What follows belongs to an exercise in optimizing a design on an open flow for small area and a short achievable clock period; a production flow would make more cautious choices. Only simulation tests tie the RTL to the original design; equivalence was not proved.

`design/flow/config.mk`:
```
export PLATFORM = sky130hd
export DESIGN_NAME = fp16_alu
export DESIGN_NICKNAME = fp16_alu
export VERILOG_FILES = /design/flow/design.v
export SDC_FILE = /design/flow/constraint.sdc
export NUM_CORES = 4
export LEC_CHECK = 0
export ABC_AREA = 1
export CAP_MARGIN = 20
export CORE_MARGIN = 2
export CORE_UTILIZATION = 40
export PLACE_DENSITY = 0.6
export SLEW_MARGIN = 20
```
`design/flow/constraint.sdc`:
```
create_clock -name core_clock -period 23.0 [get_ports {clk}]
set_input_delay 4.6000 -clock core_clock [delete_from_list [all_inputs] [get_ports {clk}]]
set_output_delay 4.6000 -clock core_clock [all_outputs]
set_load 0.01 [all_outputs]
```
`design/flow/design.v`:
```
`timescale 1ns/1ps
module fp_add (
  input  logic [15:0] iA,
  input  logic [15:0] iB,
  input  logic        lt,      
  input  logic        eq,      
  output logic        oS,
  output logic [4:0]  oE,
  output logic [9:0]  oM,
  output logic        oR
);
  logic [4:0] eA, eB, eL, eS;
  logic [10:0] mL, mS;
  logic sL, sS;
  assign eA = iA[14:10];
  assign eB = iB[14:10];
  logic res_nan, pos_inf, infinite;
  logic infA, infB;
  assign infA = &eA;
  assign infB = &eB;
  assign res_nan = (infA & infB & (iA[15] ^ iB[15])) | (infA & |iA[9:0]) | (infB & |iB[9:0]);
  assign pos_inf = (infA & ~iA[15]) | (infB & ~iB[15]);
  assign infinite = infA | infB;
  assign eL = lt ? eB : eA;
  assign eS = lt ? eA : eB;
  assign sL = lt ? iB[15] : iA[15];
  assign sS = lt ? iA[15] : iB[15];
  assign mL = lt ? {|eB, iB[9:0]} : {|eA, iA[9:0]};
  assign mS = lt ? {|eA, iA[9:0]} : {|eB, iB[9:0]};
  logic [4:0] rsv;
  assign rsv = {eL[4:1], eL[0] | ~|eL} - {eS[4:1], eS[0] | ~|eS};
  logic far;
  assign far = rsv > 5'd12;
  logic [21:0] sh;
  assign sh = {mS, 11'b0} >> rsv[3:0];
  logic [13:0] x1;
  assign x1 = {sh[21:9], |sh[8:0]};
  logic X1s, X2s, eff_sub;
  assign X1s = sS & |sh[21:8];
  assign X2s = sL & |mL;
  assign eff_sub = X1s ^ X2s;
  logic [14:0] mag;
  assign mag = {1'b0, mL, 3'b0} + ({1'b0, x1} ^ {15{eff_sub}}) + {14'd0, eff_sub};
  logic sb1;
  assign sb1 = far ? sL : (X2s & ~(eff_sub & eq));
  logic [14:0] SUM;
  assign SUM = far ? {1'b0, mL, 3'b0} : mag;
  logic [3:0] LZ;
  always_comb begin
    LZ = 4'd12;
    for (int i = 3; i < 15; i++)
      if (SUM[i]) LZ = 4'(14 - i);
  end
  logic [4:0] exp1;
  logic [3:0] lsv;
  always_comb begin
    if (eL == 5'd0) begin
      exp1 = 5'd0;
      lsv = 4'd1;
    end else if ({1'b0, LZ} > eL) begin
      exp1 = 5'd0;
      lsv = eL[3:0];
    end else begin
      exp1 = eL - {1'b0, LZ} + 5'd1;
      lsv = LZ;
    end
  end
  logic [14:0] norm_man;
  assign norm_man = SUM << lsv;
  logic round;
  assign round = norm_man[3] & (norm_man[4] | |norm_man[2:0]);
  logic [4:0] E;
  assign E = norm_man[14] ? (exp1 | {4'd0, exp1 == 5'd0}) : 5'd0;
  always_comb begin
    if (res_nan) begin
      oS = 1'b1; oE = 5'h1f; oM = 10'h200; oR = 1'b0;
    end else if (infinite) begin
      oS = ~pos_inf; oE = 5'h1f; oM = 10'd0; oR = 1'b0;
    end else if (E == 5'h1f) begin
      oS = sb1; oE = (round & &norm_man[13:4]) ? 5'd0 : 5'h1f; oM = 10'd0; oR = 1'b0;
    end else begin
      oS = sb1; oE = E; oM = norm_man[13:4]; oR = round;
    end
  end
endmodule
`timescale 1ns/1ps
module fp_mult (
  input  logic [15:0] iA,
  input  logic [15:0] iB,
  output logic        oS,
  output logic [4:0]  oE,
  output logic [9:0]  oM,
  output logic        oR
);
  logic [4:0] eA, eB;
  assign eA = iA[14:10];
  assign eB = iB[14:10];
  logic [10:0] mA, mB;
  assign mA = {|eA, iA[9:0]};
  assign mB = {|eB, iB[9:0]};
  logic zero, res_nan, infA, infB;
  assign infA = &eA;
  assign infB = &eB;
  assign zero = ~|iA[14:0] | ~|iB[14:0];
  assign res_nan = (~|iA[14:0] & infB) | (~|iB[14:0] & infA) | (infA & |iA[9:0]) | (infB & |iB[9:0]);
  logic [21:0] P;
  mul11 u_m (.a(mA), .b(mB), .p(P));
  logic [9:0] fs;
  assign fs = (eA == 5'd0) ? iA[9:0] : ((eB == 5'd0) ? iB[9:0] : 10'h3ff);
  logic [3:0] lzs;
  always_comb begin
    lzs = 4'd11;
    for (int i = 0; i < 10; i++)
      if (fs[i]) lzs = 4'(10 - i);
    if (eA != 5'd0 && eB != 5'd0) lzs = 4'd0;
  end
  logic [3:0] tzA, tzB;
  always_comb begin
    tzA = 4'd11;
    for (int i = 10; i >= 0; i--)
      if (mA[i]) tzA = 4'(i);
    tzB = 4'd11;
    for (int i = 10; i >= 0; i--)
      if (mB[i]) tzB = 4'(i);
  end
  logic [5:0] X;
  assign X = {1'b0, eA[4:1], eA[0] | ~|eA} + {1'b0, eB[4:1], eB[0] | ~|eB};
  logic [6:0] D;
  assign D = {1'b0, X} - {3'b0, lzs};
  logic lim;      
  assign lim = D[6] | (D < 7'd15);
  logic [4:0] u;
  assign u = lim ? 5'(6'd25 - X) : 5'(4'd10 - lzs);
  logic [31:0] pext, q;
  assign pext = {P, 10'd0};
  assign q = pext >> u;
  logic n;
  assign n = ~q[21] & ~D[6] & (D > 7'd15);
  logic [11:0] w;
  assign w = n ? q[20:9] : q[21:10];
  logic [4:0] tz;
  assign tz = tzA + tzB;
  logic S;
  assign S = n ? (tz + 5'd1 < u) : (tz < u);
  logic rnd;
  assign rnd = w[0] & (w[1] | S);
  logic subn, infinite;
  assign subn = lim | (~q[21] & (D == 7'd15));
  assign infinite = (~D[6] & (q[21] ? (D > 7'd44) : (D > 7'd45))) | infA | infB;
  logic [4:0] E;
  assign E = subn ? 5'd0 : (q[21] ? 5'(D - 7'd14) : 5'(D - 7'd15));
  always_comb begin
    if (res_nan) begin
      oS = 1'b1; oE = 5'h1f; oM = 10'h200; oR = 1'b0;
    end else if (infinite) begin
      oS = iA[15] ^ iB[15]; oE = 5'h1f; oM = 10'd0; oR = 1'b0;
    end else if (zero) begin
      oS = iA[15] ^ iB[15]; oE = 5'd0; oM = 10'd0; oR = 1'b0;
    end else begin
      oS = iA[15] ^ iB[15]; oE = E; oM = w[10:1]; oR = rnd;
    end
  end
endmodule
module mul11 (input [10:0] a, input [10:0] b, output [21:0] p);
  localparam W=22;
  wire pp0_0 = a[0] & b[0];
  wire pp0_1 = a[0] & b[1];
  wire pp0_2 = a[0] & b[2];
  wire pp0_3 = a[0] & b[3];
  wire pp0_4 = a[0] & b[4];
  wire pp0_5 = a[0] & b[5];
  wire pp0_6 = a[0] & b[6];
  wire pp0_7 = a[0] & b[7];
  wire pp0_8 = a[0] & b[8];
  wire pp0_9 = a[0] & b[9];
  wire pp0_10 = a[0] & b[10];
  wire pp1_0 = a[1] & b[0];
  wire pp1_1 = a[1] & b[1];
  wire pp1_2 = a[1] & b[2];
  wire pp1_3 = a[1] & b[3];
  wire pp1_4 = a[1] & b[4];
  wire pp1_5 = a[1] & b[5];
  wire pp1_6 = a[1] & b[6];
  wire pp1_7 = a[1] & b[7];
  wire pp1_8 = a[1] & b[8];
  wire pp1_9 = a[1] & b[9];
  wire pp1_10 = a[1] & b[10];
  wire pp2_0 = a[2] & b[0];
  wire pp2_1 = a[2] & b[1];
  wire pp2_2 = a[2] & b[2];
  wire pp2_3 = a[2] & b[3];
  wire pp2_4 = a[2] & b[4];
  wire pp2_5 = a[2] & b[5];
  wire pp2_6 = a[2] & b[6];
  wire pp2_7 = a[2] & b[7];
  wire pp2_8 = a[2] & b[8];
  wire pp2_9 = a[2] & b[9];
  wire pp2_10 = a[2] & b[10];
  wire pp3_0 = a[3] & b[0];
  wire pp3_1 = a[3] & b[1];
  wire pp3_2 = a[3] & b[2];
  wire pp3_3 = a[3] & b[3];
  wire pp3_4 = a[3] & b[4];
  wire pp3_5 = a[3] & b[5];
  wire pp3_6 = a[3] & b[6];
  wire pp3_7 = a[3] & b[7];
  wire pp3_8 = a[3] & b[8];
  wire pp3_9 = a[3] & b[9];
  wire pp3_10 = a[3] & b[10];
  wire pp4_0 = a[4] & b[0];
  wire pp4_1 = a[4] & b[1];
  wire pp4_2 = a[4] & b[2];
  wire pp4_3 = a[4] & b[3];
  wire pp4_4 = a[4] & b[4];
  wire pp4_5 = a[4] & b[5];
  wire pp4_6 = a[4] & b[6];
  wire pp4_7 = a[4] & b[7];
  wire pp4_8 = a[4] & b[8];
  wire pp4_9 = a[4] & b[9];
  wire pp4_10 = a[4] & b[10];
  wire pp5_0 = a[5] & b[0];
  wire pp5_1 = a[5] & b[1];
  wire pp5_2 = a[5] & b[2];
  wire pp5_3 = a[5] & b[3];
  wire pp5_4 = a[5] & b[4];
  wire pp5_5 = a[5] & b[5];
  wire pp5_6 = a[5] & b[6];
  wire pp5_7 = a[5] & b[7];
  wire pp5_8 = a[5] & b[8];
  wire pp5_9 = a[5] & b[9];
  wire pp5_10 = a[5] & b[10];
  wire pp6_0 = a[6] & b[0];
  wire pp6_1 = a[6] & b[1];
  wire pp6_2 = a[6] & b[2];
  wire pp6_3 = a[6] & b[3];
  wire pp6_4 = a[6] & b[4];
  wire pp6_5 = a[6] & b[5];
  wire pp6_6 = a[6] & b[6];
  wire pp6_7 = a[6] & b[7];
  wire pp6_8 = a[6] & b[8];
  wire pp6_9 = a[6] & b[9];
  wire pp6_10 = a[6] & b[10];
  wire pp7_0 = a[7] & b[0];
  wire pp7_1 = a[7] & b[1];
  wire pp7_2 = a[7] & b[2];
  wire pp7_3 = a[7] & b[3];
  wire pp7_4 = a[7] & b[4];
  wire pp7_5 = a[7] & b[5];
  wire pp7_6 = a[7] & b[6];
  wire pp7_7 = a[7] & b[7];
  wire pp7_8 = a[7] & b[8];
  wire pp7_9 = a[7] & b[9];
  wire pp7_10 = a[7] & b[10];
  wire pp8_0 = a[8] & b[0];
  wire pp8_1 = a[8] & b[1];
  wire pp8_2 = a[8] & b[2];
  wire pp8_3 = a[8] & b[3];
  wire pp8_4 = a[8] & b[4];
  wire pp8_5 = a[8] & b[5];
  wire pp8_6 = a[8] & b[6];
  wire pp8_7 = a[8] & b[7];
  wire pp8_8 = a[8] & b[8];
  wire pp8_9 = a[8] & b[9];
  wire pp8_10 = a[8] & b[10];
  wire pp9_0 = a[9] & b[0];
  wire pp9_1 = a[9] & b[1];
  wire pp9_2 = a[9] & b[2];
  wire pp9_3 = a[9] & b[3];
  wire pp9_4 = a[9] & b[4];
  wire pp9_5 = a[9] & b[5];
  wire pp9_6 = a[9] & b[6];
  wire pp9_7 = a[9] & b[7];
  wire pp9_8 = a[9] & b[8];
  wire pp9_9 = a[9] & b[9];
  wire pp9_10 = a[9] & b[10];
  wire pp10_0 = a[10] & b[0];
  wire pp10_1 = a[10] & b[1];
  wire pp10_2 = a[10] & b[2];
  wire pp10_3 = a[10] & b[3];
  wire pp10_4 = a[10] & b[4];
  wire pp10_5 = a[10] & b[5];
  wire pp10_6 = a[10] & b[6];
  wire pp10_7 = a[10] & b[7];
  wire pp10_8 = a[10] & b[8];
  wire pp10_9 = a[10] & b[9];
  wire pp10_10 = a[10] & b[10];
  wire t1 = pp0_9 ^ pp1_8;
  wire t2 = pp0_9 & pp1_8;
  wire t3 = pp0_10 ^ pp1_9 ^ pp2_8;
  wire t4 = (pp0_10 & pp1_9) | (pp0_10 & pp2_8) | (pp1_9 & pp2_8);
  wire t5 = pp3_7 ^ pp4_6;
  wire t6 = pp3_7 & pp4_6;
  wire t7 = pp1_10 ^ pp2_9 ^ pp3_8;
  wire t8 = (pp1_10 & pp2_9) | (pp1_10 & pp3_8) | (pp2_9 & pp3_8);
  wire t9 = pp4_7 ^ pp5_6;
  wire t10 = pp4_7 & pp5_6;
  wire t11 = pp2_10 ^ pp3_9 ^ pp4_8;
  wire t12 = (pp2_10 & pp3_9) | (pp2_10 & pp4_8) | (pp3_9 & pp4_8);
  wire t13 = pp0_6 ^ pp1_5;
  wire t14 = pp0_6 & pp1_5;
  wire t15 = pp0_7 ^ pp1_6 ^ pp2_5;
  wire t16 = (pp0_7 & pp1_6) | (pp0_7 & pp2_5) | (pp1_6 & pp2_5);
  wire t17 = pp3_4 ^ pp4_3;
  wire t18 = pp3_4 & pp4_3;
  wire t19 = pp0_8 ^ pp1_7 ^ pp2_6;
  wire t20 = (pp0_8 & pp1_7) | (pp0_8 & pp2_6) | (pp1_7 & pp2_6);
  wire t21 = pp3_5 ^ pp4_4 ^ pp5_3;
  wire t22 = (pp3_5 & pp4_4) | (pp3_5 & pp5_3) | (pp4_4 & pp5_3);
  wire t23 = pp6_2 ^ pp7_1;
  wire t24 = pp6_2 & pp7_1;
  wire t25 = t1 ^ pp2_7 ^ pp3_6;
  wire t26 = (t1 & pp2_7) | (t1 & pp3_6) | (pp2_7 & pp3_6);
  wire t27 = pp4_5 ^ pp5_4 ^ pp6_3;
  wire t28 = (pp4_5 & pp5_4) | (pp4_5 & pp6_3) | (pp5_4 & pp6_3);
  wire t29 = pp7_2 ^ pp8_1 ^ pp9_0;
  wire t30 = (pp7_2 & pp8_1) | (pp7_2 & pp9_0) | (pp8_1 & pp9_0);
  wire t31 = t3 ^ t5 ^ pp5_5;
  wire t32 = (t3 & t5) | (t3 & pp5_5) | (t5 & pp5_5);
  wire t33 = pp6_4 ^ pp7_3 ^ pp8_2;
  wire t34 = (pp6_4 & pp7_3) | (pp6_4 & pp8_2) | (pp7_3 & pp8_2);
  wire t35 = pp9_1 ^ pp10_0 ^ t2;
  wire t36 = (pp9_1 & pp10_0) | (pp9_1 & t2) | (pp10_0 & t2);
  wire t37 = t7 ^ t9 ^ pp6_5;
  wire t38 = (t7 & t9) | (t7 & pp6_5) | (t9 & pp6_5);
  wire t39 = pp7_4 ^ pp8_3 ^ pp9_2;
  wire t40 = (pp7_4 & pp8_3) | (pp7_4 & pp9_2) | (pp8_3 & pp9_2);
  wire t41 = pp10_1 ^ t4 ^ t6;
  wire t42 = (pp10_1 & t4) | (pp10_1 & t6) | (t4 & t6);
  wire t43 = t11 ^ pp5_7 ^ pp6_6;
  wire t44 = (t11 & pp5_7) | (t11 & pp6_6) | (pp5_7 & pp6_6);
  wire t45 = pp7_5 ^ pp8_4 ^ pp9_3;
  wire t46 = (pp7_5 & pp8_4) | (pp7_5 & pp9_3) | (pp8_4 & pp9_3);
  wire t47 = pp10_2 ^ t8 ^ t10;
  wire t48 = (pp10_2 & t8) | (pp10_2 & t10) | (t8 & t10);
  wire t49 = pp3_10 ^ pp4_9 ^ pp5_8;
  wire t50 = (pp3_10 & pp4_9) | (pp3_10 & pp5_8) | (pp4_9 & pp5_8);
  wire t51 = pp6_7 ^ pp7_6 ^ pp8_5;
  wire t52 = (pp6_7 & pp7_6) | (pp6_7 & pp8_5) | (pp7_6 & pp8_5);
  wire t53 = pp9_4 ^ pp10_3 ^ t12;
  wire t54 = (pp9_4 & pp10_3) | (pp9_4 & t12) | (pp10_3 & t12);
  wire t55 = pp4_10 ^ pp5_9 ^ pp6_8;
  wire t56 = (pp4_10 & pp5_9) | (pp4_10 & pp6_8) | (pp5_9 & pp6_8);
  wire t57 = pp7_7 ^ pp8_6 ^ pp9_5;
  wire t58 = (pp7_7 & pp8_6) | (pp7_7 & pp9_5) | (pp8_6 & pp9_5);
  wire t59 = pp5_10 ^ pp6_9 ^ pp7_8;
  wire t60 = (pp5_10 & pp6_9) | (pp5_10 & pp7_8) | (pp6_9 & pp7_8);
  wire t61 = pp0_4 ^ pp1_3;
  wire t62 = pp0_4 & pp1_3;
  wire t63 = pp0_5 ^ pp1_4 ^ pp2_3;
  wire t64 = (pp0_5 & pp1_4) | (pp0_5 & pp2_3) | (pp1_4 & pp2_3);
  wire t65 = pp3_2 ^ pp4_1;
  wire t66 = pp3_2 & pp4_1;
  wire t67 = t13 ^ pp2_4 ^ pp3_3;
  wire t68 = (t13 & pp2_4) | (t13 & pp3_3) | (pp2_4 & pp3_3);
  wire t69 = pp4_2 ^ pp5_1 ^ pp6_0;
  wire t70 = (pp4_2 & pp5_1) | (pp4_2 & pp6_0) | (pp5_1 & pp6_0);
  wire t71 = t15 ^ t17 ^ pp5_2;
  wire t72 = (t15 & t17) | (t15 & pp5_2) | (t17 & pp5_2);
  wire t73 = pp6_1 ^ pp7_0 ^ t14;
  wire t74 = (pp6_1 & pp7_0) | (pp6_1 & t14) | (pp7_0 & t14);
  wire t75 = t19 ^ t21 ^ t23;
  wire t76 = (t19 & t21) | (t19 & t23) | (t21 & t23);
  wire t77 = pp8_0 ^ t16 ^ t18;
  wire t78 = (pp8_0 & t16) | (pp8_0 & t18) | (t16 & t18);
  wire t79 = t25 ^ t27 ^ t29;
  wire t80 = (t25 & t27) | (t25 & t29) | (t27 & t29);
  wire t81 = t20 ^ t22 ^ t24;
  wire t82 = (t20 & t22) | (t20 & t24) | (t22 & t24);
  wire t83 = t31 ^ t33 ^ t35;
  wire t84 = (t31 & t33) | (t31 & t35) | (t33 & t35);
  wire t85 = t26 ^ t28 ^ t30;
  wire t86 = (t26 & t28) | (t26 & t30) | (t28 & t30);
  wire t87 = t37 ^ t39 ^ t41;
  wire t88 = (t37 & t39) | (t37 & t41) | (t39 & t41);
  wire t89 = t32 ^ t34 ^ t36;
  wire t90 = (t32 & t34) | (t32 & t36) | (t34 & t36);
  wire t91 = t43 ^ t45 ^ t47;
  wire t92 = (t43 & t45) | (t43 & t47) | (t45 & t47);
  wire t93 = t38 ^ t40 ^ t42;
  wire t94 = (t38 & t40) | (t38 & t42) | (t40 & t42);
  wire t95 = t49 ^ t51 ^ t53;
  wire t96 = (t49 & t51) | (t49 & t53) | (t51 & t53);
  wire t97 = t44 ^ t46 ^ t48;
  wire t98 = (t44 & t46) | (t44 & t48) | (t46 & t48);
  wire t99 = t55 ^ t57 ^ pp10_4;
  wire t100 = (t55 & t57) | (t55 & pp10_4) | (t57 & pp10_4);
  wire t101 = t50 ^ t52 ^ t54;
  wire t102 = (t50 & t52) | (t50 & t54) | (t52 & t54);
  wire t103 = t59 ^ pp8_7 ^ pp9_6;
  wire t104 = (t59 & pp8_7) | (t59 & pp9_6) | (pp8_7 & pp9_6);
  wire t105 = pp10_5 ^ t56 ^ t58;
  wire t106 = (pp10_5 & t56) | (pp10_5 & t58) | (t56 & t58);
  wire t107 = pp6_10 ^ pp7_9 ^ pp8_8;
  wire t108 = (pp6_10 & pp7_9) | (pp6_10 & pp8_8) | (pp7_9 & pp8_8);
  wire t109 = pp9_7 ^ pp10_6 ^ t60;
  wire t110 = (pp9_7 & pp10_6) | (pp9_7 & t60) | (pp10_6 & t60);
  wire t111 = pp7_10 ^ pp8_9 ^ pp9_8;
  wire t112 = (pp7_10 & pp8_9) | (pp7_10 & pp9_8) | (pp8_9 & pp9_8);
  wire t113 = pp0_3 ^ pp1_2;
  wire t114 = pp0_3 & pp1_2;
  wire t115 = t61 ^ pp2_2 ^ pp3_1;
  wire t116 = (t61 & pp2_2) | (t61 & pp3_1) | (pp2_2 & pp3_1);
  wire t117 = t63 ^ t65 ^ pp5_0;
  wire t118 = (t63 & t65) | (t63 & pp5_0) | (t65 & pp5_0);
  wire t119 = t67 ^ t69 ^ t64;
  wire t120 = (t67 & t69) | (t67 & t64) | (t69 & t64);
  wire t121 = t71 ^ t73 ^ t68;
  wire t122 = (t71 & t73) | (t71 & t68) | (t73 & t68);
  wire t123 = t75 ^ t77 ^ t72;
  wire t124 = (t75 & t77) | (t75 & t72) | (t77 & t72);
  wire t125 = t79 ^ t81 ^ t76;
  wire t126 = (t79 & t81) | (t79 & t76) | (t81 & t76);
  wire t127 = t83 ^ t85 ^ t80;
  wire t128 = (t83 & t85) | (t83 & t80) | (t85 & t80);
  wire t129 = t87 ^ t89 ^ t84;
  wire t130 = (t87 & t89) | (t87 & t84) | (t89 & t84);
  wire t131 = t91 ^ t93 ^ t88;
  wire t132 = (t91 & t93) | (t91 & t88) | (t93 & t88);
  wire t133 = t95 ^ t97 ^ t92;
  wire t134 = (t95 & t97) | (t95 & t92) | (t97 & t92);
  wire t135 = t99 ^ t101 ^ t96;
  wire t136 = (t99 & t101) | (t99 & t96) | (t101 & t96);
  wire t137 = t103 ^ t105 ^ t100;
  wire t138 = (t103 & t105) | (t103 & t100) | (t105 & t100);
  wire t139 = t107 ^ t109 ^ t104;
  wire t140 = (t107 & t109) | (t107 & t104) | (t109 & t104);
  wire t141 = t111 ^ pp10_7 ^ t108;
  wire t142 = (t111 & pp10_7) | (t111 & t108) | (pp10_7 & t108);
  wire t143 = pp8_10 ^ pp9_9 ^ pp10_8;
  wire t144 = (pp8_10 & pp9_9) | (pp8_10 & pp10_8) | (pp9_9 & pp10_8);
  wire t145 = pp0_2 ^ pp1_1;
  wire t146 = pp0_2 & pp1_1;
  wire t147 = t113 ^ pp2_1 ^ pp3_0;
  wire t148 = (t113 & pp2_1) | (t113 & pp3_0) | (pp2_1 & pp3_0);
  wire t149 = t115 ^ pp4_0 ^ t114;
  wire t150 = (t115 & pp4_0) | (t115 & t114) | (pp4_0 & t114);
  wire t151 = t117 ^ t62 ^ t116;
  wire t152 = (t117 & t62) | (t117 & t116) | (t62 & t116);
  wire t153 = t119 ^ t66 ^ t118;
  wire t154 = (t119 & t66) | (t119 & t118) | (t66 & t118);
  wire t155 = t121 ^ t70 ^ t120;
  wire t156 = (t121 & t70) | (t121 & t120) | (t70 & t120);
  wire t157 = t123 ^ t74 ^ t122;
  wire t158 = (t123 & t74) | (t123 & t122) | (t74 & t122);
  wire t159 = t125 ^ t78 ^ t124;
  wire t160 = (t125 & t78) | (t125 & t124) | (t78 & t124);
  wire t161 = t127 ^ t82 ^ t126;
  wire t162 = (t127 & t82) | (t127 & t126) | (t82 & t126);
  wire t163 = t129 ^ t86 ^ t128;
  wire t164 = (t129 & t86) | (t129 & t128) | (t86 & t128);
  wire t165 = t131 ^ t90 ^ t130;
  wire t166 = (t131 & t90) | (t131 & t130) | (t90 & t130);
  wire t167 = t133 ^ t94 ^ t132;
  wire t168 = (t133 & t94) | (t133 & t132) | (t94 & t132);
  wire t169 = t135 ^ t98 ^ t134;
  wire t170 = (t135 & t98) | (t135 & t134) | (t98 & t134);
  wire t171 = t137 ^ t102 ^ t136;
  wire t172 = (t137 & t102) | (t137 & t136) | (t102 & t136);
  wire t173 = t139 ^ t106 ^ t138;
  wire t174 = (t139 & t106) | (t139 & t138) | (t106 & t138);
  wire t175 = t141 ^ t110 ^ t140;
  wire t176 = (t141 & t110) | (t141 & t140) | (t110 & t140);
  wire t177 = t143 ^ t112 ^ t142;
  wire t178 = (t143 & t112) | (t143 & t142) | (t112 & t142);
  wire t179 = pp9_10 ^ pp10_9 ^ t144;
  wire t180 = (pp9_10 & pp10_9) | (pp9_10 & t144) | (pp10_9 & t144);
  wire [21:0] ra = {1'b0, pp10_10, t179, t177, t175, t173, t171, t169, t167, t165, t163, t161, t159, t157, t155, t153, t151, t149, t147, t145, pp0_1, pp0_0};
  wire [21:0] rb = {1'b0, t180, t178, t176, t174, t172, t170, t168, t166, t164, t162, t160, t158, t156, t154, t152, t150, t148, t146, pp2_0, pp1_0, 1'b0};
  wire [21:0] g0 = ra & rb, p0 = ra ^ rb;
  wire bg1 = g0[1] | (p0[1] & g0[0]);
  wire bp1 = p0[1] & p0[0];
  wire bg2 = g0[3] | (p0[3] & g0[2]);
  wire bp2 = p0[3] & p0[2];
  wire bg3 = g0[5] | (p0[5] & g0[4]);
  wire bp3 = p0[5] & p0[4];
  wire bg4 = g0[7] | (p0[7] & g0[6]);
  wire bp4 = p0[7] & p0[6];
  wire bg5 = g0[9] | (p0[9] & g0[8]);
  wire bp5 = p0[9] & p0[8];
  wire bg6 = g0[11] | (p0[11] & g0[10]);
  wire bp6 = p0[11] & p0[10];
  wire bg7 = g0[13] | (p0[13] & g0[12]);
  wire bp7 = p0[13] & p0[12];
  wire bg8 = g0[15] | (p0[15] & g0[14]);
  wire bp8 = p0[15] & p0[14];
  wire bg9 = g0[17] | (p0[17] & g0[16]);
  wire bp9 = p0[17] & p0[16];
  wire bg10 = g0[19] | (p0[19] & g0[18]);
  wire bp10 = p0[19] & p0[18];
  wire bg11 = g0[21] | (p0[21] & g0[20]);
  wire bp11 = p0[21] & p0[20];
  wire bg12 = bg2 | (bp2 & bg1);
  wire bp12 = bp2 & bp1;
  wire bg13 = bg4 | (bp4 & bg3);
  wire bp13 = bp4 & bp3;
  wire bg14 = bg6 | (bp6 & bg5);
  wire bp14 = bp6 & bp5;
  wire bg15 = bg8 | (bp8 & bg7);
  wire bp15 = bp8 & bp7;
  wire bg16 = bg10 | (bp10 & bg9);
  wire bp16 = bp10 & bp9;
  wire bg17 = bg13 | (bp13 & bg12);
  wire bp17 = bp13 & bp12;
  wire bg18 = bg15 | (bp15 & bg14);
  wire bp18 = bp15 & bp14;
  wire bg19 = bg18 | (bp18 & bg17);
  wire bp19 = bp18 & bp17;
  wire bg20 = bg14 | (bp14 & bg17);
  wire bp20 = bp14 & bp17;
  wire bg21 = bg16 | (bp16 & bg19);
  wire bp21 = bp16 & bp19;
  wire bg22 = bg3 | (bp3 & bg12);
  wire bp22 = bp3 & bp12;
  wire bg23 = bg5 | (bp5 & bg17);
  wire bp23 = bp5 & bp17;
  wire bg24 = bg7 | (bp7 & bg20);
  wire bp24 = bp7 & bp20;
  wire bg25 = bg9 | (bp9 & bg19);
  wire bp25 = bp9 & bp19;
  wire bg26 = bg11 | (bp11 & bg21);
  wire bp26 = bp11 & bp21;
  wire bg27 = g0[2] | (p0[2] & bg1);
  wire bp27 = p0[2] & bp1;
  wire bg28 = g0[4] | (p0[4] & bg12);
  wire bp28 = p0[4] & bp12;
  wire bg29 = g0[6] | (p0[6] & bg22);
  wire bp29 = p0[6] & bp22;
  wire bg30 = g0[8] | (p0[8] & bg17);
  wire bp30 = p0[8] & bp17;
  wire bg31 = g0[10] | (p0[10] & bg23);
  wire bp31 = p0[10] & bp23;
  wire bg32 = g0[12] | (p0[12] & bg20);
  wire bp32 = p0[12] & bp20;
  wire bg33 = g0[14] | (p0[14] & bg24);
  wire bp33 = p0[14] & bp24;
  wire bg34 = g0[16] | (p0[16] & bg19);
  wire bp34 = p0[16] & bp19;
  wire bg35 = g0[18] | (p0[18] & bg25);
  wire bp35 = p0[18] & bp25;
  wire bg36 = g0[20] | (p0[20] & bg21);
  wire bp36 = p0[20] & bp21;
  assign p[0] = p0[0];
  assign p[1] = p0[1] ^ g0[0];
  assign p[2] = p0[2] ^ bg1;
  assign p[3] = p0[3] ^ bg27;
  assign p[4] = p0[4] ^ bg12;
  assign p[5] = p0[5] ^ bg28;
  assign p[6] = p0[6] ^ bg22;
  assign p[7] = p0[7] ^ bg29;
  assign p[8] = p0[8] ^ bg17;
  assign p[9] = p0[9] ^ bg30;
  assign p[10] = p0[10] ^ bg23;
  assign p[11] = p0[11] ^ bg31;
  assign p[12] = p0[12] ^ bg20;
  assign p[13] = p0[13] ^ bg32;
  assign p[14] = p0[14] ^ bg24;
  assign p[15] = p0[15] ^ bg33;
  assign p[16] = p0[16] ^ bg19;
  assign p[17] = p0[17] ^ bg34;
  assign p[18] = p0[18] ^ bg25;
  assign p[19] = p0[19] ^ bg35;
  assign p[20] = p0[20] ^ bg21;
  assign p[21] = p0[21] ^ bg36;
endmodule
`timescale 1ns/1ps
module flpcomp (
  input  logic [15:0] iA,
  input  logic [15:0] iB,
  input  logic        lt,      
  output logic [15:0] oZ
);
  logic pick_b;
  always_comb begin
    case ({iA[15], iB[15]})
      2'b00:   pick_b = lt;
      2'b01:   pick_b = 1'b0;
      2'b10:   pick_b = 1'b1;
      default: pick_b = ~lt;
    endcase
  end
  assign oZ = pick_b ? iB : iA;
endmodule
`timescale 1ns/1ps
module fp16_alu (
  input  wire        clk,
  input  wire [1:0]  op,
  input  wire [15:0] a,
  input  wire [15:0] b,
  output wire [15:0] z
);
  reg [1:0]  op_q;
  reg [15:0] a_q, b_q;
  reg        s_q, r_q;
  reg [14:0] em_q;
  wire [15:0] add_b = (op_q == 2'd3) ? {~b_q[15], b_q[14:0]} : b_q;
  wire lt = a_q[14:0] < b_q[14:0];
  wire eq = a_q[14:0] == b_q[14:0];
  wire [15:0] max_z;
  wire as, ar, ms, mr;
  wire [4:0] ae, me;
  wire [9:0] am, mm;
  fp_add  u_add (.iA(a_q), .iB(add_b), .lt(lt), .eq(eq), .oS(as), .oE(ae), .oM(am), .oR(ar));
  fp_mult u_mul (.iA(a_q), .iB(b_q), .oS(ms), .oE(me), .oM(mm), .oR(mr));
  flpcomp u_max (.iA(a_q), .iB(b_q), .lt(lt), .oZ(max_z));
  always @(posedge clk) begin
    op_q <= op;
    a_q  <= a;
    b_q  <= b;
    case (op_q)
      2'd1: begin
        s_q <= ms; em_q <= {me, mm}; r_q <= mr;
      end
      2'd2: begin
        s_q <= max_z[15]; em_q <= max_z[14:0]; r_q <= 1'b0;
      end
      default: begin
        s_q <= as; em_q <= {ae, am}; r_q <= ar;
      end
    endcase
  end
  assign z = {s_q, em_q + {14'd0, r_q}};
endmodule
```
`design/flow/flow/run.sh`:
```
#!/bin/bash
# Standard layout, with timing repair aiming for setup slack 13 ns
# so that the achieved clock period is short.
set -euo pipefail
export SETUP_SLACK_MARGIN=13
bash standard.sh > standard_flow.log 2>&1
```
`design/flow/standard.sh`:
```
#!/bin/bash
# synth_recipe.tcl (not shown) runs the flow's synth.tcl, then flattens the netlist and writes it again
# the make line also repeats each setting of config.mk as NAME=value (left out here)
make -C /OpenROAD-flow-scripts/flow DESIGN_CONFIG=/design/flow/config.mk WORK_HOME=/design/flow/orfs CLKGATE_MAP_FILE= SYNTH_SCRIPT=/design/flow/synth_recipe.tcl "${@:-finish}"
```
==> flow_summary.ini, run 1 <==
[outcome]
result_of_the_run = finished clean

[placed_design]
dp_cells = 2362
placement.io_buffers = 50
placed_cell_areas_um2 = 13060
globalplace.congestion = 0.8939
post-place-ws_ns = 11.54
detailedPlacementHpwl_mm = 29.24

[detailed_routing]
via_per_inst = 5.211
ant_nets = 0
drc = 0
detail_route.wirelength_mm = 37.51
drt_iter0_markers = 1071
detail_route.wl_per_cell_um = 15.66
drt_first_pass_iters = 6
dr_vias = 12480

[global_route]
grt_max_degree = 52
gr-total-overflow = 0
track_usage = 0.2357
first_global_vias = 11550
antenna_found_initial = 0
global_route_wire_length_before_repair_mm = 59.91

[timing]
slew_violations = 0
finalHoldViolations = 0
period_needed_ns = 9.239
fin_hold_ws_ns = 0.7230
timing.slew.headroom = 0.3556
rsz0062_at_grt = false
timing.final.setup_violations = 0
maxClockFrequency_mhz = 108.2
final.setup.worst_slack_ns = 13.76
setup_total_negative_slack_ns = 0
period_share = 0.4017
tightestPinTransition_ns = 0.9602
worst_clock_skew_ns = 0.02454

[yosys]
post_synth_inst_count = 1959
synth.area.top_cells = nand2_1 (16%), fa_1 (16%), ha_1 (12%), inv_1 (11%), dfxtp_1 (8.3%)
post_synth.cell_area_avg_um2 = 6.243
postSynth.asyncResetShare = 0
ys_seq_elements = 51
syn_nets = 2203
synth-edff-count = 0
synthDistinctLibCells = 59
yosys_warnings = 4
synth_top_area_share = 0.1617
seq_area_frac_synth = 0.08348
synth_largest_area_cell = nand2_1
synth.cell_area_um2 = 12230
synthFlopType = dfxtp_1

[finish]
filler_free_cell_count_of_the_finished_design = 2395
fill_cells = 3202
synthToLayoutAreaGrowth_pct = 11.31
layout-drive-gt1-share = 0.07504
fin_nets = 2242
mostFrequentLayoutCells = nand2_1 (526), inv_1 (364), nand3_1 (187), o21ai_0 (118), ha_1 (109)
final_common_cell = nand2_1
fin_area_um2 = 13610
diodes_inserted = 0

[setup_path]
ws_path_type = flip-flop to flip-flop
path_max_fanout = 15
path_common_cell = nand2_1
critical-path-max-stage-delay_ns = 0.55
cp.required_ns = 23.25
cp_slowest_cell = fa_1
worst_setup_path_start_kind = flip-flop
worst_setup_path_end_kind = flip-flop
data_arrival_time_of_the_worst_path_ns = 9.49

[clock_network]
cts-htree-levels = 2
clock_path_buffers = 2
cts-root-buf = clkbuf_16
cts_buffers = 5
clkTransAtPathRegs_ns = 0.10
clock-sinks = 51
hold_buffers = 0
tritoncts = yes
worst_skew_pair.late_latency_ns = 0.33

[floorplan]
floorplan.io_pins = 51
fp.dieW_um = 178.9
floorplan.core_area_um2 = 30350
fp.dieArea_um2 = 31990
fp-row-count = 64
dieHeight_um = 178.9
start_util = 0.4030

[worst_hold_path]
worst_hold_path_type = flip-flop to flip-flop

[flow_run]
max-cap-violations = 0
## synthesized netlist by cell type (5+ instances only)
cell	n
a211oi_1	6
a21oi_1	60
a32oi_1	7
buf_2	5
buf_4	6
buf_6	8
clkbuf_1	45
dfxtp_1	51
fa_1	95
ha_1	114
inv_1	368
inv_2	10
nand2_1	527
nand2_2	23
nand2_4	5
nand3_1	188
nand4_1	12
nor2_1	106
nor3_1	25
nor4_1	7
o211ai_1	14
o21ai_0	119
o21ai_1	20
o22ai_1	6
or2_2	8
xnor2_1	11
xor2_1	46
## worst max-delay path, delay by kind of cell, from the launching register on
kind | cells | cell delay [ns]
flops | 1 | 0.35
compound gates | 11 | 2.34
fa+ha+maj | 7 | 3.38
simple gates | 15 | 2.24
buf+inv | 6 | 0.86
## cell type report
type | instances | area, µm² | share of cell area
clock buffers | 5 | 125.1 | 0.009190
clock inverters | 3 | 27.53 | 0.002022
inverters | 382 | 1453 | 0.1067
multi-input cells | 1464 | 9615 | 0.7063
flip-flops and latches | 51 | 1032 | 0.07582
well taps | 396 | 495.5 | 0.03639
repair buffers | 93 | 858.3 | 0.06305
repair inverters | 1 | 7.507 | 0.0005514
## sequential cells by signal (all words and copies together), names as in the netlist
| name | cells |
|---|---|
| r_q | 1 |
| s_q | 1 |
| op_q | 2 |
| b_q | 16 |
| a_q | 16 |
| em_q | 15 |
## stage by stage
step                  util
floorplan                -
global placement    0.4304
detailed placement  0.4304
CTS                 0.4392
global route        0.4486
finish              0.4486
## kinds of logic after synthesis
| logic type | count (synthesis) | share of synthesized area |
|---|---|---|
| AND/OR/NAND/NOR | 919 | 0.3243 |
| multiplexers | 4 | 0.003274 |
| flip-flops | 51 | 0.08348 |
| adder cells (fa/ha/maj) | 209 | 0.2721 |
| AO/OA/AOI/OAI | 271 | 0.1313 |
| XOR/XNOR | 57 | 0.04082 |
| buffers and inverters | 448 | 0.1448 |
## final timing paths
path | startpoint | endpoint | slack, ns | cells after the start
min reg2reg | b_q[14]$_DFF_P_ | em_q[14]$_DFF_P_ | 0.72 | 3
min | b_q[14]$_DFF_P_ | em_q[14]$_DFF_P_ | 0.72 | 3
max reg2reg | b_q[12]$_DFF_P_ | r_q$_DFF_P_ | 13.76 | 39
max | b_q[12]$_DFF_P_ | r_q$_DFF_P_ | 13.76 | 39
## metal layers
metal	wire, µm	global-route usage	up-vias
met5	0	0.006410	-
met4	579	0.03354	0
met3	2819	0.03880	49
met2	16260	0.3702	449
met1	17850	0.3442	5736
li1	-	-	6246
## what timing repair did
item                       CTS  global route
resized for setup           15            35
gates cloned                 1             4
buffers inserted             5            15
pin swaps                    3             7
setup endpoints to repair   16            16
==> run 2, diff against run 1 <==
--- a/design/flow/design.v
+++ b/design/flow/design.v
@@ -1,34 +1,30 @@
 `timescale 1ns/1ps
 module fp_add (
-  input  logic [15:0] iA,
-  input  logic [15:0] iB,
-  input  logic        lt,      
+  input  logic [15:0] iL,
+  input  logic [15:0] iS,
   input  logic        eq,      
+  input  logic [4:0]  rsv,     
   output logic        oS,
   output logic [4:0]  oE,
   output logic [9:0]  oM,
   output logic        oR
 );
-  logic [4:0] eA, eB, eL, eS;
+  logic [4:0] eL, eS;
   logic [10:0] mL, mS;
   logic sL, sS;
-  assign eA = iA[14:10];
-  assign eB = iB[14:10];
+  assign eL = iL[14:10];
+  assign eS = iS[14:10];
+  assign sL = iL[15];
+  assign sS = iS[15];
+  assign mL = {|eL, iL[9:0]};
+  assign mS = {|eS, iS[9:0]};
   logic res_nan, pos_inf, infinite;
-  logic infA, infB;
-  assign infA = &eA;
-  assign infB = &eB;
-  assign res_nan = (infA & infB & (iA[15] ^ iB[15])) | (infA & |iA[9:0]) | (infB & |iB[9:0]);
-  assign pos_inf = (infA & ~iA[15]) | (infB & ~iB[15]);
-  assign infinite = infA | infB;
-  assign eL = lt ? eB : eA;
-  assign eS = lt ? eA : eB;
-  assign sL = lt ? iB[15] : iA[15];
-  assign sS = lt ? iA[15] : iB[15];
-  assign mL = lt ? {|eB, iB[9:0]} : {|eA, iA[9:0]};
-  assign mS = lt ? {|eA, iA[9:0]} : {|eB, iB[9:0]};
-  logic [4:0] rsv;
-  assign rsv = {eL[4:1], eL[0] | ~|eL} - {eS[4:1], eS[0] | ~|eS};
+  logic infL, infS;
+  assign infL = &eL;
+  assign infS = &eS;
+  assign res_nan = (infL & infS & (sL ^ sS)) | (infL & |iL[9:0]) | (infS & |iS[9:0]);
+  assign pos_inf = (infL & ~sL) | (infS & ~sS);
+  assign infinite = infL | infS;
   logic far;
   assign far = rsv > 5'd12;
   logic [21:0] sh;
@@ -105,14 +101,12 @@
   assign res_nan = (~|iA[14:0] & infB) | (~|iB[14:0] & infA) | (infA & |iA[9:0]) | (infB & |iB[9:0]);
   logic [21:0] P;
   mul11 u_m (.a(mA), .b(mB), .p(P));
-  logic [9:0] fs;
-  assign fs = (eA == 5'd0) ? iA[9:0] : ((eB == 5'd0) ? iB[9:0] : 10'h3ff);
   logic [3:0] lzs;
   always_comb begin
     lzs = 4'd11;
     for (int i = 0; i < 10; i++)
-      if (fs[i]) lzs = 4'(10 - i);
-    if (eA != 5'd0 && eB != 5'd0) lzs = 4'd0;
+      if (iB[i]) lzs = 4'(10 - i);
+    if (eB != 5'd0) lzs = 4'd0;
   end
   logic [3:0] tzA, tzB;
   always_comb begin
@@ -566,9 +560,23 @@
 module flpcomp (
   input  logic [15:0] iA,
   input  logic [15:0] iB,
-  input  logic        lt,      
-  output logic [15:0] oZ
+  output logic [15:0] oL,      
+  output logic [15:0] oS,      
+  output logic        oEq,     
+  output logic [4:0]  oRsv,    
+  output logic        oMaxL    
 );
+  logic lt;
+  assign lt = iA[14:0] < iB[14:0];
+  assign oEq = iA[14:0] == iB[14:0];
+  assign oL = lt ? iB : iA;
+  assign oS = lt ? iA : iB;
+  logic [4:0] ea, eb, dab, dba;
+  assign ea = {iA[14:11], iA[10] | ~|iA[14:10]};
+  assign eb = {iB[14:11], iB[10] | ~|iB[14:10]};
+  assign dab = ea - eb;
+  assign dba = eb - ea;
+  assign oRsv = lt ? dba : dab;
   logic pick_b;
   always_comb begin
     case ({iA[15], iB[15]})
@@ -578,7 +586,7 @@
       default: pick_b = ~lt;
     endcase
   end
-  assign oZ = pick_b ? iB : iA;
+  assign oMaxL = pick_b == lt;
 endmodule
 `timescale 1ns/1ps
 module fp16_alu (
@@ -588,35 +596,41 @@
   input  wire [15:0] b,
   output wire [15:0] z
 );
+  wire [15:0] b_in = (op == 2'd3) ? {~b[15], b[14:0]} : b;
+  wire [15:0] l_in, s_in;
+  wire eq_in, maxl_in;
+  wire [4:0] rsv_in;
+  flpcomp u_ord (.iA(a), .iB(b_in), .oL(l_in), .oS(s_in), .oEq(eq_in), .oRsv(rsv_in), .oMaxL(maxl_in));
   reg [1:0]  op_q;
-  reg [15:0] a_q, b_q;
-  reg        s_q, r_q;
+  reg [15:0] l_q, s_q;
+  reg        eq_q, maxl_q;
+  reg [4:0]  rsv_q;
+  reg        zs_q, r_q;
   reg [14:0] em_q;
-  wire [15:0] add_b = (op_q == 2'd3) ? {~b_q[15], b_q[14:0]} : b_q;
-  wire lt = a_q[14:0] < b_q[14:0];
-  wire eq = a_q[14:0] == b_q[14:0];
-  wire [15:0] max_z;
   wire as, ar, ms, mr;
   wire [4:0] ae, me;
   wire [9:0] am, mm;
-  fp_add  u_add (.iA(a_q), .iB(add_b), .lt(lt), .eq(eq), .oS(as), .oE(ae), .oM(am), .oR(ar));
-  fp_mult u_mul (.iA(a_q), .iB(b_q), .oS(ms), .oE(me), .oM(mm), .oR(mr));
-  flpcomp u_max (.iA(a_q), .iB(b_q), .lt(lt), .oZ(max_z));
+  wire [15:0] max_z = maxl_q ? l_q : s_q;
+  fp_add  u_add (.iL(l_q), .iS(s_q), .eq(eq_q), .rsv(rsv_q), .oS(as), .oE(ae), .oM(am), .oR(ar));
+  fp_mult u_mul (.iA(l_q), .iB(s_q), .oS(ms), .oE(me), .oM(mm), .oR(mr));
   always @(posedge clk) begin
-    op_q <= op;
-    a_q  <= a;
-    b_q  <= b;
+    op_q   <= op;
+    l_q    <= l_in;
+    s_q    <= s_in;
+    eq_q   <= eq_in;
+    maxl_q <= maxl_in;
+    rsv_q  <= rsv_in;
     case (op_q)
       2'd1: begin
-        s_q <= ms; em_q <= {me, mm}; r_q <= mr;
+        zs_q <= ms; em_q <= {me, mm}; r_q <= mr;
       end
       2'd2: begin
-        s_q <= max_z[15]; em_q <= max_z[14:0]; r_q <= 1'b0;
+        zs_q <= max_z[15]; em_q <= max_z[14:0]; r_q <= 1'b0;
       end
       default: begin
-        s_q <= as; em_q <= {ae, am}; r_q <= ar;
+        zs_q <= as; em_q <= {ae, am}; r_q <= ar;
       end
     endcase
   end
-  assign z = {s_q, em_q + {14'd0, r_q}};
+  assign z = {zs_q, em_q + {14'd0, r_q}};
 endmodule
==> design/flow/flow/run.sh (replaced) <==
#!/bin/bash
# Standard layout, with timing repair aiming for setup slack 16.5 ns
# so that the achieved clock period is short.
set -euo pipefail
export SETUP_SLACK_MARGIN=16.5
bash standard.sh > standard_flow.log 2>&1
==> run 2 against run 1 <==
  * Still clean
  * Count of clock-buffer cells in the layout grew 4
  * Global-route usage increased by 1.1 points
  * Worst hold slack better by 0.017 ns
  * Final cell count is 4.1% higher
  * Worst setup slack improved by 2.2 ns
  * Critical path depth unchanged
  * Flip-flop and latch count up 7
  * Critical endpoint is now em_q[2]$_DFF_P_
  * Largest cell class unchanged
  * Highest routed layer unchanged
==> flow_summary.ini, run 2 <==
[setup_path]
reg2regPathDepth = 39
worst_setup_path_start_kind = flip-flop
critical_path_buf_inv_count = 11
worst_setup_path_end_kind = flip-flop
path_max_fanout = 5
cp_slowest_cell = fa_1
path_common_cell = buf_4
r2r-start = s_q[11]$_DFF_P_
critical-path-max-stage-delay_ns = 0.58
path_depth = 39
data_arrival_time_of_the_worst_path_ns = 7.29
critPathLaunch = s_q[11]$_DFF_P_
cp.required_ns = 23.22
critical-path-top-delay-family = adder cells
ws_path_type = flip-flop to flip-flop

[yosys]
yosysMostFrequentCell = nand2_1
synthFlopType = dfxtp_1
synth.area.top_cells = nand2_1 (16%), fa_1 (16%), inv_1 (12%), ha_1 (11%), dfxtp_1 (9.4%)
netlist_top_cells_count = nand2_1 (532), inv_1 (384), nand3_1 (153)
synth.cell_area_um2 = 12330
yosys_warnings = 4
synth_top_area_share = 0.1620
synth-edff-count = 0
post_synth_inst_count = 1976
seq_area_frac_synth = 0.09420
synthDistinctLibCells = 59
postSynth.asyncResetShare = 0
post_synth.cell_area_avg_um2 = 6.238
ys_seq_elements = 58
synth_largest_area_cell = nand2_1
syn_nets = 2212

[timing]
setup_total_negative_slack_ns = 0
period_share = 0.3074
timing.slew.headroom = 0.3023
worst_clock_skew_ns = 0.009795
maxClockFrequency_mhz = 141.5
slew_violations = 0
rsz0062_at_grt = true
finalHoldViolations = 0
tightestPinTransition_ns = 1.043
period_needed_ns = 7.070
timing.final.setup_violations = 0

[placed_design]
detailedPlacementHpwl_mm = 29.74
globalplace.congestion = 0.9546
dp_cells = 2362
placement.io_buffers = 50
placed_cell_areas_um2 = 13170

[floorplan]
dieHeight_um = 179.5
start_util = 0.4051
floorplan.core_area_um2 = 30430
fp.dieArea_um2 = 32230
floorplan.io_pins = 51
fp.dieW_um = 179.5
fp-row-count = 64

[finish]
filler_free_cell_count_of_the_finished_design = 2492
diodes_inserted = 0
mostFrequentLayoutCells = nand2_1 (518), inv_1 (366), nand3_1 (140), buf_4 (103), o21ai_0 (97)
biggestRegsByFlops = l_q (16), s_q (16), em_q (15)
layout-drive-gt1-share = 0.1713
finish.utilization = 0.5069
final_common_cell = nand2_1
fin_area_um2 = 15420
synthToLayoutAreaGrowth_pct = 25.14
fin_nets = 2327

[global_route]
track_usage = 0.2464
first_global_vias = 12680
antenna_found_initial = 0
grt_max_degree = 36
global_route_wire_length_before_repair_mm = 65.27
gr-total-overflow = 0

[clock_network]
cts-htree-levels = 3
cts_buffers = 9
cts-root-buf = clkbuf_16
hold_buffers = 0
clock_path_buffers = 2
clkTransAtPathRegs_ns = 0.06
clock-sinks = 58
tritoncts = yes
worst_skew_pair.late_latency_ns = 0.34

[worst_hold_path]
min_delay_path_depth = 3
worst_hold_path_type = flip-flop to flip-flop
timing.hold.worst.start = op_q[1]$_DFF_P_

[detailed_routing]
drt_iter0_markers = 1215
detail_route.wirelength_mm = 41.20
dr_vias = 13230
drc = 0
drt_first_pass_iters = 5
detail_route.wl_per_cell_um = 16.53
via_per_inst = 5.309
ant_nets = 0

[outcome]
result_of_the_run = finished clean

[flow_run]
max-cap-violations = 0
==> run 2: timing repair <==
item                       4_1_cts  5_1_grt
cloned                           6        4
resized for setup              174      125
setup buffers                   57       47
setup endpoints to repair       62       57
pin swaps                       77       62
==> run 2: logic make-up (layout without fill, tap and decap cells) <==
| group | after synthesis | count (layout) | synth area share |
|---|---|---|---|
| buffers and inverters | 472 | 586 | 0.1493 |
| and+or+nand+nor | 897 | 903 | 0.3144 |
| muxes | 7 | 7 | 0.005685 |
| AOI/OAI and AO/OA | 283 | 283 | 0.1321 |
| xor gates and xnor gates | 58 | 58 | 0.04121 |
| DFF | 58 | 58 | 0.09420 |
| adders and majority gates | 201 | 201 | 0.2631 |
==> run 2: tightest hold or removal path: stages (launching register included) <==
cell and delay [ns]:
dfxtp_1 0.33, ha_1 0.21, a31oi_2 0.12, nand2_1 0.06
==> run 2: path summary, 6_finish.rpt <==
kind | endpoint | slack [ns]
worst max-delay path | em_q[2]$_DFF_P_ | 15.93
worst min-delay path | em_q[14]$_DFF_P_ | 0.74
worst max register to register | em_q[2]$_DFF_P_ | 15.93
worst min register to register | em_q[14]$_DFF_P_ | 0.74
==> run 2: layer usage <==
metal	vias to the layer above	part of all wire	global-route usage	wire length, µm
met4	0	0.027	0.06959	1122
met3	76	0.063	0.02654	2583
met1	6174	0.44	0.3265	18020
met2	483	0.47	0.4247	19480
li1	6498	-	-	-
met5	-	0	0	0
==> run 2: final cells by class <==
cell class / instances / area, µm²
Inverter: 396 / 1521
Timing Repair Buffer: 173 / 1593
Tap cell: 396 / 495.5
Sequential cell: 58 / 1226
Clock buffer: 9 / 225.2
Clock inverter: 7 / 125.1
Fill cell: 3045 / 15000
Timing Repair inverter: 1 / 7.507
Multi-Input combinational cell: 1452 / 10230
==> run 2: through the flow <==
step | setup WS, ns | hold slack [ns]
2_1_floorplan | 16.05 | 0.5956
3_3_place_gp | 15.22 | 0.6950
3_5_place_dp | 15.10 | 0.7010
4_1_cts | 16.06 | 0.7115
5_1_grt | 15.53 | 0.7733
6_report | 15.93 | 0.7403
==> run 3, diff against run 2 <==
==> design/flow/flow/run.sh (replaced) <==
#!/bin/bash
# Standard layout, with timing repair aiming for setup slack 14 ns
# so that the achieved clock period is short.
set -euo pipefail
export SETUP_SLACK_MARGIN=14
bash standard.sh > standard_flow.log 2>&1
==> run 3 against run 2 <==
  * Sequential share of layout area grew 0.69 points
  * First-iteration DRC count shrank 4.9%
  * Synthesized cell count is the same
  * Register-to-register slack lost 1.1 ns
  * Core utilization shrank 6.5 points
  * Clock skew shrank 0.0012 ns
  * Highest routed layer unchanged
  * Count of clock-buffer cells in the layout grew 1
  * Global-route usage shrank 1.2 points
  * Maximum frequency shrank 13%
  * Worst setup slack lost 1.1 ns
  * Cell area shrank 13%
==> flow_summary.ini, run 3 <==
[detailed_routing]
drt_iter0_markers = 1156
drt_first_pass_iters = 6
drc = 0
ant_nets = 0
detail_route.wirelength_mm = 37.65
via_per_inst = 5.263
detail_route.wl_per_cell_um = 15.79
dr_vias = 12550

[clock_network]
worst_skew_pair.late_latency_ns = 0.34
tritoncts = yes
cts-root-buf = clkbuf_16
post-cts-setup-buffers = 0
cts_buffers = 9
hold_buffers = 0
ctsResizeCount = 0
clkTransAtPathRegs_ns = 0.06
clock-sinks = 58
cts-htree-levels = 3
clock_path_buffers = 2

[finish]
mostFrequentLayoutCells = nand2_1 (532), inv_1 (384), nand3_1 (153), o21ai_0 (124), nor2_1 (111)
final_common_cell = nand2_1
filler_free_cell_count_of_the_finished_design = 2384
synthToLayoutAreaGrowth_pct = 8.984
fin_nets = 2219
biggestRegsByFlops = l_q (16), s_q (16), em_q (15)
diodes_inserted = 0
layout-drive-gt1-share = 0.04024
fin_area_um2 = 13430

[setup_path]
critical-path-max-stage-delay_ns = 0.56
reg2regPathDepth = 40
timing.reg2reg.setup_slack_ns = 14.87
worst_setup_path_end_kind = flip-flop
r2r_end = em_q[6]$_DFF_P_
r2r-start = l_q[2]$_DFF_P_
data_arrival_time_of_the_worst_path_ns = 8.33
cp.required_ns = 23.21
path_max_fanout = 15
ws_path_type = flip-flop to flip-flop
critical_path_buf_inv_count = 9
critical-path-top-delay-family = simple AND/OR/NAND/NOR gates
worst_setup_path_start_kind = flip-flop
cp_slowest_cell = dfxtp_1

[flow_run]
max-cap-violations = 0

[global_route]
global_route_wire_length_before_repair_mm = 61.90
grt_max_degree = 71
antenna_found_initial = 0
gr-total-overflow = 0
track_usage = 0.2346
first_global_vias = 12300

[yosys]
synth_top_area_share = 0.1620
synth.area.top_cells = nand2_1 (16%), fa_1 (16%), inv_1 (12%), ha_1 (11%), dfxtp_1 (9.4%)
ys_seq_elements = 58
synth.cell_area_um2 = 12330
post_synth.cell_area_avg_um2 = 6.238
synth-edff-count = 0
postSynth.asyncResetShare = 0
synthFlopType = dfxtp_1
post_synth_inst_count = 1976
syn_nets = 2212
yosys_warnings = 4
netlist_top_cells_count = nand2_1 (532), inv_1 (384), nand3_1 (153)
synthDistinctLibCells = 59
seq_area_frac_synth = 0.09420
synth_largest_area_cell = nand2_1
yosysMostFrequentCell = nand2_1

[timing]
period_needed_ns = 8.127
finalHoldViolations = 0
tightestPinTransition_ns = 1.006
rsz0062_at_grt = false
maxClockFrequency_mhz = 123.0
setup_total_negative_slack_ns = 0
fin_hold_ws_ns = 0.6739
timing.slew.headroom = 0.3285
worst_clock_skew_ns = 0.008639
period_share = 0.3534
slew_violations = 0
timing.final.setup_violations = 0

[floorplan]
dieHeight_um = 179.5
fp.dieW_um = 179.5
floorplan.io_pins = 51
fp-row-count = 64
floorplan.core_area_um2 = 30430
start_util = 0.4051
fp.dieArea_um2 = 32230

[placed_design]
detailedPlacementHpwl_mm = 29.75
dp_cells = 2368
globalplace.congestion = 0.9398
placed_cell_areas_um2 = 13150
placement.io_buffers = 50

[worst_hold_path]
hold_path_end = em_q[14]$_DFF_P_
timing.hold.worst.start = op_q[1]$_DFF_P_
min_delay_path_depth = 3
worst_hold_path_type = flip-flop to flip-flop

[outcome]
result_of_the_run = finished clean
==> run 3: cell type report <==
class | count | area, µm²
Fill cell | 3251 | 17000
Clock inverter | 6 | 41.29
Sequential cell | 58 | 1161
Multi-Input combinational cell | 1446 | 9341
Tap cell | 396 | 495.5
Timing Repair Buffer | 72 | 665.6
Clock buffer | 10 | 239.0
Inverter | 396 | 1489
==> run 3: logic make-up (layout without fill, tap and decap cells) <==
group | count (synthesis) | count (layout) | share of synthesized area
muxes | 7 | 7 | 0.005685
buffers and inverters | 472 | 484 | 0.1493
xor gates and xnor gates | 58 | 58 | 0.04121
DFF | 58 | 58 | 0.09420
AOI/OAI and AO/OA | 283 | 283 | 0.1321
and+or+nand+nor | 897 | 897 | 0.3144
adders and majority gates | 201 | 201 | 0.2631
==> run 3: worst max path at each step <==
stage	slack [ns]	cells past startpoint	end	start
after floorplan	15.55	39	em_q[6]$_DFF_P_	s_q[11]$_DFF_P_
after global placement	15.13	38	em_q[6]$_DFF_P_	l_q[1]$_DFF_P_
after detailed placement	14.91	37	em_q[6]$_DFF_P_	s_q[11]$_DFF_P_
after CTS	14.89	37	em_q[6]$_DFF_P_	s_q[11]$_DFF_P_
after global routing	14.04	46	em_q[10]$_DFF_P_	s_q[3]$_DFF_P_
final	14.87	40	em_q[6]$_DFF_P_	l_q[2]$_DFF_P_
==> run 3: layer usage <==
metal,up-vias,GRT usage,part of all wire
met4,0,0.07577,0.026
met2,451,0.3899,0.46
met3,61,0.04011,0.066
li1,6263,-,-
met5,-,0,0
met1,5772,0.3098,0.45
==> run 3: tightest hold or removal path: stages (launching register included) <==
cell and delay [ns]:
dfxtp_1 0.34, ha_1 0.18, a31oi_1 0.08, nand2_1 0.05
==> run 3: through the flow <==
| stage | worst slack (ns) | util |
|---|---|---|
| after floorplan | 15.55 | - |
| after global placement | 15.13 | 0.4322 |
| after detailed placement | 14.91 | 0.4322 |
| after CTS | 14.89 | 0.4414 |
| after global routing | 14.04 | 0.4414 |
| final | 14.87 | 0.4414 |
==> run 4, diff against run 3 <==
==> design/flow/flow/run.sh (replaced) <==
#!/bin/bash
# Standard layout, with timing repair aiming for setup slack 15 ns
# so that the achieved clock period is short.
set -euo pipefail
export SETUP_SLACK_MARGIN=15
bash standard.sh > standard_flow.log 2>&1
==> run 4 against run 3 <==
  * Cell area rose by 1.7%
  * Wire length rose by 0.48%
  * Non-clock buffer count rose by 11
  * Via count rose by 0.61%
  * Clock skew fell by 0.00081 ns
  * Count of clock-buffer cells in the layout did not move
  * Worst setup slack improved by 0.57 ns
  * Critical path depth fell by 29
  * Area after synthesis did not move
  * Critical path type is now flip-flop to output port
  * Critical endpoint is now z[14]
==> flow_summary.ini, run 4 <==
[outcome]
result_of_the_run = finished clean

[yosys]
synth.cell_area_um2 = 12330
syn_nets = 2212
synth_largest_area_cell = nand2_1
synth-edff-count = 0
ys_seq_elements = 58
postSynth.asyncResetShare = 0
synth_top_area_share = 0.1620
post_synth.cell_area_avg_um2 = 6.238
yosys_warnings = 4
synthDistinctLibCells = 59
synthFlopType = dfxtp_1
post_synth_inst_count = 1976
yosysMostFrequentCell = nand2_1
seq_area_frac_synth = 0.09420
netlist_top_cells_count = nand2_1 (532), inv_1 (384), nand3_1 (153)
synth.area.top_cells = nand2_1 (16%), fa_1 (16%), inv_1 (12%), ha_1 (11%), dfxtp_1 (9.4%)

[detailed_routing]
dr_vias = 12620
drt_first_pass_iters = 6
detail_route.wl_per_cell_um = 15.80
ant_nets = 0
drc = 0
drt_iter0_markers = 1131
via_per_inst = 5.271
detail_route.wirelength_mm = 37.83

[setup_path]
timing.reg2reg.setup_slack_ns = 15.51
cp_slowest_cell = clkdlybuf4s50_1
critical-path-max-stage-delay_ns = 0.57
data_arrival_time_of_the_worst_path_ns = 2.96
path_common_cell = nand3_1
worst_setup_path_start_kind = flip-flop
r2r_end = em_q[2]$_DFF_P_
path_max_fanout = 2
r2r-start = s_q[14]$_DFF_P_
critPathLaunch = em_q[0]$_DFF_P_
worst_setup_path_end_kind = output port
crit_path_cell_trace = ha_1 -> ha_1 -> nand3_1 -> nor3b_2 -> nand3_1 -> nor3b_1 -> nand3_1 -> nor2_1 -> nand2_1 -> xnor2_1 -> clkdlybuf4s50_1
reg2regPathDepth = 36
cp.required_ns = 18.40
ws_path_type = flip-flop to output port

[global_route]
first_global_vias = 12300
antenna_found_initial = 0
gr-total-overflow = 0
track_usage = 0.2346
global_route_wire_length_before_repair_mm = 61.90
grt_max_degree = 71

[worst_hold_path]
timing.hold.worst.start = op_q[1]$_DFF_P_
hold_path_end = em_q[14]$_DFF_P_
worst_hold_path_type = flip-flop to flip-flop
min_delay_path_depth = 3

[placed_design]
globalplace.congestion = 0.9398
detailedPlacementHpwl_mm = 29.75
placement.io_buffers = 50
post-place-ws_ns = 14.91

[timing]
maxClockFrequency_mhz = 132.3
setup_total_negative_slack_ns = 0
period_needed_ns = 7.557
period_share = 0.3285
slew_violations = 0
final.setup.worst_slack_ns = 15.44
tightestPinTransition_ns = 0.9348
timing.final.setup_violations = 0
finalHoldViolations = 0
timing.slew.headroom = 0.3726
rsz0062_at_grt = true
worst_clock_skew_ns = 0.007831

[floorplan]
floorplan.io_pins = 51
fp.dieW_um = 179.5
fp-row-count = 64
dieHeight_um = 179.5
floorplan.core_area_um2 = 30430
fp.dieArea_um2 = 32230
start_util = 0.4051

[clock_network]
cts-htree-levels = 3
clock_path_buffers = 2
cts_buffers = 9
hold_buffers = 0
clkTransAtPathRegs_ns = 0.05
clock-sinks = 58
tritoncts = yes
cts-root-buf = clkbuf_16
worst_skew_pair.late_latency_ns = 0.34

[finish]
layout-drive-gt1-share = 0.06203
mostFrequentLayoutCells = nand2_1 (527), inv_1 (381), nand3_1 (151), o21ai_0 (121), nor2_1 (107)
final_common_cell = nand2_1
fin_nets = 2230
fill_cells = 3251
synthToLayoutAreaGrowth_pct = 10.79
diodes_inserted = 0
biggestRegsByFlops = l_q (16), s_q (16), em_q (15)

[flow_run]
max-cap-violations = 0
-- run 4: cell counts after synthesis --
No cell type changed its count.
-- run 4: final cells by class --
type / instances / area (µm²) / area share
clock inverter: 6 / 41.29 / 0.003024
clock buffer: 10 / 239.0 / 0.01750
sequential: 58 / 1179 / 0.08631
multi-input combinational: 1446 / 9448 / 0.6919
tap: 396 / 495.5 / 0.03628
inverter: 396 / 1500 / 0.1099
timing repair buffer: 83 / 753.2 / 0.05516
-- run 4: what timing repair did --
action,in CTS,in global routing
resized for setup,2,45
setup buffers,0,11
pin swaps,0,12
cloned,0,0
endpoints found under the setup margin,9,17
-- run 4: worst max-delay path: cells and delay by family, from the launching register on --
family,cells,cell delay (ns)
adders and majority gates,2,0.35
xor gates and xnor gates,1,0.19
and+or+nand+nor,7,1.18
buffers and inverters,1,0.57
DFF,1,0.34
-- run 4: cell families after synthesis --
| logic type | share of synthesized area |
|---|---|
| buffers and inverters | 0.1493 |
| muxes | 0.005685 |
| xor gates and xnor gates | 0.04121 |
| DFF | 0.09420 |
| AOI/OAI and AO/OA | 0.1321 |
| and+or+nand+nor | 0.3144 |
| adders and majority gates | 0.2631 |
-- run 4: how the worst max path moves through the flow --
stage | endpoint | slack (ns) | cells after the start
after global placement | em_q[6]$_DFF_P_ | 15.13 | 38
after floorplan | em_q[6]$_DFF_P_ | 15.55 | 39
after global routing | em_q[0]$_DFF_P_ | 14.97 | 41
after detailed placement | em_q[6]$_DFF_P_ | 14.91 | 37
final | z[14] | 15.44 | 11
after CTS | em_q[6]$_DFF_P_ | 14.99 | 37
-- run 4: per-stage QoR --
step                      utilization  hold slack [ns]  cell area [µm²]  cells
after floorplan                     -           0.5729            12330   1976
after global placement         0.4322           0.6764            13150   2368
after detailed placement       0.4322           0.6629            13150   2368
after CTS                      0.4416           0.6764            13440   2384
after global routing           0.4488           0.7131            13660   2395
final                          0.4488           0.6743            13660   2395
-- run 4: per-layer routing --
layer,GRT usage,part of all wire,vias to the layer above
met5,0,0,-
met1,0.3098,0.45,5809
met4,0.07577,0.026,0
li1,-,-,6288
met3,0.04011,0.070,61
met2,0.3899,0.46,465

## afterwards: timing with drivers on the ports
No port has a modelled driver above. Below, the same layouts with a new extraction and two added sets of constraints.
Step 1 sets driving cells, clkbuf_16 on the clock port and buf_2 on the other inputs (assumed; they add their load-dependent delay and slew).
Step 2, shift: input delay + t, output delay - t, t = (earliest + latest rising clock arrival at the registers) / 2. This alone moves slack from input paths to output paths.
a / b / c = no drivers / after step 1 / after step 2; a / b = the first two.
run	t, ns	setup WS [ns]	pins driven straight from the clock port
run 1	0.357	13.761 / 13.761 / 13.761	1
run 2	0.386	15.930 / 15.930 / 15.930	1
run 3	0.383	14.873 / 14.873 / 14.873	1
run 4	0.381	15.443 / 15.396 / 15.512	1
After both steps every run listed still meets setup and hold.
